This design comes from an exercise in tuning for a short achievable clock period and few clock cycles on the open sky130 flow, not from production work. The RTL was checked by simulation tests, not by an equivalence proof against the original design. No driver is modelled on the clock port, so clocking that relies on it looks cheaper here than on a real chip.

Setup of violet:
// MY32CPU_top
module MY32CPU_top(
	input CLK,
	input RST,
	output [4:0] imem_addr,
	input [31:0] imem_data,
	output reg_we,
	output [4:0] reg_waddr,
	output [31:0] reg_wdata,
	output mem_we,
	output [4:0] mem_addr,
	output [31:0] mem_wdata,
	output [9:0] LEDR
);
	integer i, j;
	reg rst_q;
	reg [31:0] R [1:15];    
	reg [31:0] M [0:31];    
	reg [15:0] nz;          
	reg [9:0]  led;         
	reg [31:0] C  [0:31];   
	reg [4:0]  T  [0:31];   
	reg [31:0] V;           
	reg [31:0] BR;          
	reg [31:0] PT;          
	reg [4:0]  NX [0:31];   
	reg [31:0] NH;          
	reg [31:0] QB;          
	reg [31:0] Q1;          
	reg [31:0] Q2;          
	reg [31:0] QP1;         
	reg [31:0] QP2;         
	reg        fp_v;
	reg [4:0]  fp_pc;
	reg [31:0] fp_inst;
	reg [31:0] P;           
	reg [4:0]  n_nx [0:31];
	reg [31:0] n_nh;
	reg [31:0] VT;          
	reg [31:0] n_qb, n_q1, n_q2, n_qp1, n_qp2;
	reg [4:0]  k1, k2;
	always @(*) begin
		for (i = 0; i < 32; i = i + 1) begin
			P[i] = PT[i] & nz[C[i][24:21]];
			VT[i] = V[T[i]];
		end
		for (i = 0; i < 32; i = i + 1) begin
			k1 = i + 1;
			k2 = i + 2;
			n_qb[i] = V[i] & BR[i];
			n_q1[i] = V[i] & ~BR[i] & V[k1] & BR[k1];
			n_q2[i] = n_q1[i] & ~P[k1] & V[k2] & BR[k2];
			n_qp1[i] = BR[i] ? P[i] : P[k1];
			n_qp2[i] = P[k2];
			if (n_qb[i]) begin
				n_nx[i] = P[i] ? T[i] : i + 1;
				n_nh[i] = P[i] ? VT[i] : V[k1];
			end else if (n_q2[i]) begin
				n_nx[i] = P[k2] ? T[k2] : i + 3;
				n_nh[i] = P[k2] ? VT[k2] : V[(i + 3) % 32];
			end else if (n_q1[i]) begin
				n_nx[i] = P[k1] ? T[k1] : i + 2;
				n_nh[i] = P[k1] ? VT[k1] : V[k2];
			end else begin
				n_nx[i] = i + 1;
				n_nh[i] = V[k1];
			end
		end
	end
	reg [4:0] pc;
	reg [4:0] ia;
	assign imem_addr = ia;
	wire [4:0] pc1 = pc + 5'd1;
	wire [4:0] pc2 = pc + 5'd2;
	wire [4:0] pc3 = pc + 5'd3;
	reg         hq;
	wire        h0  = hq;
	wire [31:0] c0  = C[pc];
	wire [4:0]  rs0 = c0[25:21];
	wire [4:0]  rs1 = C[pc1][25:21];
	wire [4:0]  rs2 = C[pc2][25:21];
	wire [4:0]  t0  = T[pc];
	wire [4:0]  t1  = T[pc1];
	wire [4:0]  t2  = T[pc2];
	wire [31:0] i0 = h0 ? c0 : imem_data;
	reg  [15:0] f_rsoh, f_rtoh;
	always @(*)
		for (i = 0; i < 16; i = i + 1) begin
  ...
For scale: roughly 15000 cells after synthesis, about 0.16 sq mm of cells after synthesis.
Settings: LEC_CHECK=0, ABC_CLOCK_PERIOD_IN_PS=3000, CAP_MARGIN=20, CORE_MARGIN=2, CORE_UTILIZATION=33, PLACE_DENSITY=0.55, SLEW_MARGIN=20; clock period 11.0 ns.
standard.sh (not shown) runs the stock make flow with config.mk's settings and CLKGATE_MAP_FILE= SYNTH_SCRIPT=/design/flow/synth_recipe.tcl, a recipe that flattens the netlist after the stock synthesis.
==> flow/flow/run.sh <==
#!/bin/bash
# Standard ORFS layout, with timing repair aiming at a setup slack margin well above the
# default so that the layout is optimised for a short achieved period. The SDC is the standard flow's.
set -euo pipefail
MARGIN=${MARGIN:-7.5}
bash standard.sh SETUP_SLACK_MARGIN=$MARGIN finish > make_finish.log 2>&1
As the logs show, violet stopped at 5_2_route after a tool error, so it never reached the end of the flow.
Testbench counts of violet, summed over its fixed seeds: cycles 16,519.
Setup changes, violet to ember
Settings: PLACE_DENSITY changed from 0.55 to 0.6; ABC_CLOCK_PERIOD_IN_PS changed from 3000 to 1500; CORE_UTILIZATION changed from 33 to 40.
==> flow/flow/run.sh <==
#!/bin/bash
# Standard ORFS layout (the standard.sh), with timing repair aiming at a setup slack
# margin well above the default so that the layout is optimised for a short achieved period,
# and extra repair passes after CTS (flow/post_cts.tcl). The SDC is the standard flow's.
set -euo pipefail
MARGIN=${MARGIN:-7.35}
bash standard.sh SETUP_SLACK_MARGIN=$MARGIN POST_CTS_TCL=$PWD/flow/post_cts.tcl finish > make_finish.log 2>&1
==> flow/flow/post_cts.tcl (new file) <==
# Extra setup repair passes after CTS, with rising margins: a single pass tends to stop at
# the first endpoint it cannot improve. The SDC is the standard flow's; only the repair targets change.
foreach m {7.2 7.3 7.4 7.45} {
  repair_timing -setup -setup_margin $m -repair_tns 100 -skip_last_gasp -match_cell_footprint
}
detailed_placement
check_placement -verbose
[summary]
5_1_grt: ember exited with error. Reported for violet and ember, synthesized cell count turned out identical to the last digit. violet -> ember: post-synthesis instance area delta 0, exact match. The final RePlAce weighted congestion reported for ember is greater than that of violet by about 4.4%. Re post-synthesis cell type count: no difference whatsoever between violet and ember. Per the comparison of ember with violet, row count down 9.1%, post-placement cell count down 5.0%, net count after synthesis flat, I/O pin total flat. Floorplan die width down 9.1% in ember wrt violet. Relative to violet, worst slack at placement has increased by 170 ps in ember. Between violet and ember, area after detailed placement is lower for ember, violet comes in above that.
